Context: an optimization exercise on an open-source flow, tuned for small area and a short achievable clock period. The choices shown serve that exercise and are no tape-out recipe.

Setup of job 6211:
// CordicVectoring
module CordicVectoring (
  input  wire        in_clk,
  input  wire        in_rst,
  input  wire        in_enable,
  input  wire [15:0] in_x,
  input  wire [15:0] in_y,
  output wire        out_valid,
  output wire [18:0] out_phase,
  output wire [15:0] out_x,
  output wire [15:0] out_y
);
  Cordic u_cordic (
    .in_clk    (in_clk),
    .in_rst    (in_rst),
    .in_enable (in_enable),
    .in_x      (in_x),
    .in_y      (in_y),
    .out_valid (out_valid),
    .out_phase (out_phase),
    .out_x     (out_x),
    .out_y     (out_y)
  );
endmodule
Size: about 2800 cells after synthesis, roughly 87 I/O pins.
==> module Cordic, before the edit <==
module Cordic (
  input  wire        in_clk,
  input  wire        in_rst,
  input  wire        in_enable,
  input  wire [15:0] in_x,
  input  wire [15:0] in_y,
  output wire        out_valid,
  output wire [18:0] out_phase,
  output wire [15:0] out_x,
  output wire [15:0] out_y
);
  function [18:0] atan;
    input integer i;
    begin
      case (i)
        0: atan = 19'h0c90f;
        1: atan = 19'h076b1;
        2: atan = 19'h03eb6;
        3: atan = 19'h01fd5;
        4: atan = 19'h00ffa;
        5: atan = 19'h007ff;
        6: atan = 19'h003ff;
        default: atan = 19'h001ff;
      endcase
    end
  endfunction
  reg [12:0] vld;
  always @(posedge in_clk or negedge in_rst)
    if (!in_rst) vld <= 13'b0;
    else         vld <= {vld[11:0], in_enable};
  assign out_valid = vld[12];
  reg signed [16:0] xr [0:8];
  reg signed [16:0] yr [0:8];
  reg        [7:0]  dr [1:9];    
  always @(posedge in_clk) begin
    xr[0] <= {in_x[15], in_x};
    yr[0] <= {in_y[15], in_y};
  end
  genvar i;
  generate
    for (i = 0; i < 8; i = i + 1) begin : g_stage
      wire               d  = yr[i][16];
      wire signed [16:0] xs = xr[i] >>> i;
      wire signed [16:0] ys = yr[i] >>> i;
      wire        [16:0] xn, yn;
      padd #(.N(17), .ARCH(1)) u_xadd (.a(xr[i]), .b(ys ^ {17{d}}),  .cin(d),  .s(xn));
      padd #(.N(17), .ARCH(1)) u_yadd (.a(yr[i]), .b(xs ^ {17{~d}}), .cin(~d), .s(yn));
      always @(posedge in_clk) begin
        xr[i+1] <= xn;
        yr[i+1] <= yn;
      end
      if (i == 0) begin : g_d0
        always @(posedge in_clk) dr[1] <= {7'b0, d};
      end else begin : g_dn
        always @(posedge in_clk) dr[i+1] <= (dr[i] & ((8'd1 << i) - 8'd1)) | ({7'b0, d} << i);
      end
    end
  endgenerate
  reg [15:0] xa, ya;      
  reg [11:0] xb, yb;      
  reg        xc, yc;      
  function [28:0] gain1;   
    input signed [16:0] v;
    reg signed [18:0] a;
    reg signed [23:0] b;
    reg        [3:0]  lo;
    begin
      a  = (v <<< 2) + v;
      b  = (v <<< 6) + (v <<< 3) + v;
      lo = {1'b0, a[2:0]} - {1'b0, b[11:9]} - {3'b0, |v[8:0]};
      gain1 = {lo[3], a[18:3], b[23:12]};
    end
  endfunction
  wire [28:0] gx = gain1(xr[8]);
  wire [28:0] gy = gain1(yr[8]);
  always @(posedge in_clk) begin
    {xc, xa, xb} <= gx;
    {yc, ya, yb} <= gy;
    dr[9]        <= dr[8];
  end
  function [18:0] zsum;
    input [3:0] dirs;
    input integer base;
    integer k;
    begin
      zsum = 19'd0;
      for (k = 0; k < 4; k = k + 1)
        zsum = dirs[k] ? zsum - atan(base + k) : zsum + atan(base + k);
    end
  endfunction
  wire [18:0] zlo [0:15];
  wire [18:0] zhi [0:15];
  genvar j;
  generate
    for (j = 0; j < 16; j = j + 1) begin : g_ztab
      assign zlo[j] = zsum(j, 0);
      assign zhi[j] = zsum(j, 4);
    end
  endgenerate
  reg [15:0] ox, oy;
  reg [18:0] oz;
  always @(posedge in_clk) begin
    ox <= xa - {{4{xb[11]}}, xb} - xc;
    oy <= ya - {{4{yb[11]}}, yb} - yc;
    oz <= zlo[dr[9][3:0]] + zhi[dr[9][7:4]];
  end
  assign out_x = ox;
  assign out_y = oy;
  assign out_phase = oz;
endmodule
clock: 9.0 ns
lec_check: 0
cap_margin: 20
core_margin: 2
core_utilization: 40
slew_margin: 20
standard.sh (not shown) runs the stock make flow with config.mk's settings and CLKGATE_MAP_FILE= SYNTH_SCRIPT=/design/flow/synth_recipe.tcl, a recipe that flattens the netlist after the stock synthesis.
==> flow/flow/run.sh <==
#!/bin/bash
set -euo pipefail
bash standard.sh \
  SETUP_SLACK_MARGIN=${MARGIN:-6.4} \
  "BUFFER_PORTS_ARGS=-buffer_cell sky130_fd_sc_hd__buf_2" \
  finish > standard.log 2>&1
Input changes introduced in job 3955 (baseline for comparison: job 6211):
--- a/flow/design.v
+++ b/flow/design.v
@@ -41,12 +41,12 @@
     for (i = 0; i < 8; i = i + 1) begin : g_stage
       wire               d  = yr[i][16];
       wire signed [16:0] xs = xr[i] >>> i;
       wire signed [16:0] ys = yr[i] >>> i;
       wire        [16:0] xn, yn;
-      padd #(.N(17), .ARCH(1)) u_xadd (.a(xr[i]), .b(ys ^ {17{d}}),  .cin(d),  .s(xn));
-      padd #(.N(17), .ARCH(1)) u_yadd (.a(yr[i]), .b(xs ^ {17{~d}}), .cin(~d), .s(yn));
+      padd #(.N(17), .ARCH(0)) u_xadd (.a(xr[i]), .b(ys ^ {17{d}}),  .cin(d),  .s(xn));
+      padd #(.N(17), .ARCH(0)) u_yadd (.a(yr[i]), .b(xs ^ {17{~d}}), .cin(~d), .s(yn));
       always @(posedge in_clk) begin
         xr[i+1] <= xn;
         yr[i+1] <= yn;
       end
       if (i == 0) begin : g_d0
## What came out
Cmp job 6211 and job 3955 / clock-buffer cell count / lower: job 3955. Critical path depth in cells ended up 10 lower on job 3955 than on job 6211. Looking at most common cell after layout, fill and taps aside, the sky130_fd_sc_hd__dfxtp_1 result is from job 3955; the sky130_fd_sc_hd__inv_1 one comes from job 6211. Proportion of cell area spent on the clock network delta (job 3955 -> job 6211): insignificant. Sort job 6211 and job 3955 by share of the cycle needed by the critical path after routing, descending, and job 6211 comes first. Job 3955: total routed wirelength is 370 um lower than what job 6211 reported. NOTE: top achievable clock speed in job 3955 exceeds that of job 6211. Against job 6211, job 3955 comes in 3.0 points lower on global routing usage on met2. Taking job 6211 as the reference, in job 3955 core utilization shows a reduction of 2.0 points; via count now larger; sequential fraction of total cell area higher; setup slack grew by 0.091 ns.
No functional check of the RTL was part of any run of this note.

[separate check: timing with driven ports]
In the flow no input, the clock included, has a driving cell. The finished layouts below were timed again as built, in two steps.
Step 1: set_driving_cell puts a clkbuf_16 on in_clk and a buf_2 on each other input, an assumption about the parent block.
Step 2 times the ports against the registers' clock, not the clock port: input delays grow and output delays shrink by t, the midpoint of the rising clock arrivals with the driver on.
Three values: ideal, step 1, step 2; two values: the first two.
run | t (ns) | setup WS [ns] | slew at the worst register clock pin (ns) | cell pins on the clock port's net
job 6211 | 0.657 | 6.020 / 6.020 / 6.020 | 0.06 / 0.06 | 1
job 3955 | 0.671 | 6.111 / 6.049 / 6.120 | 0.06 / 0.06 | 1
After both steps setup and hold are still met in every run listed.
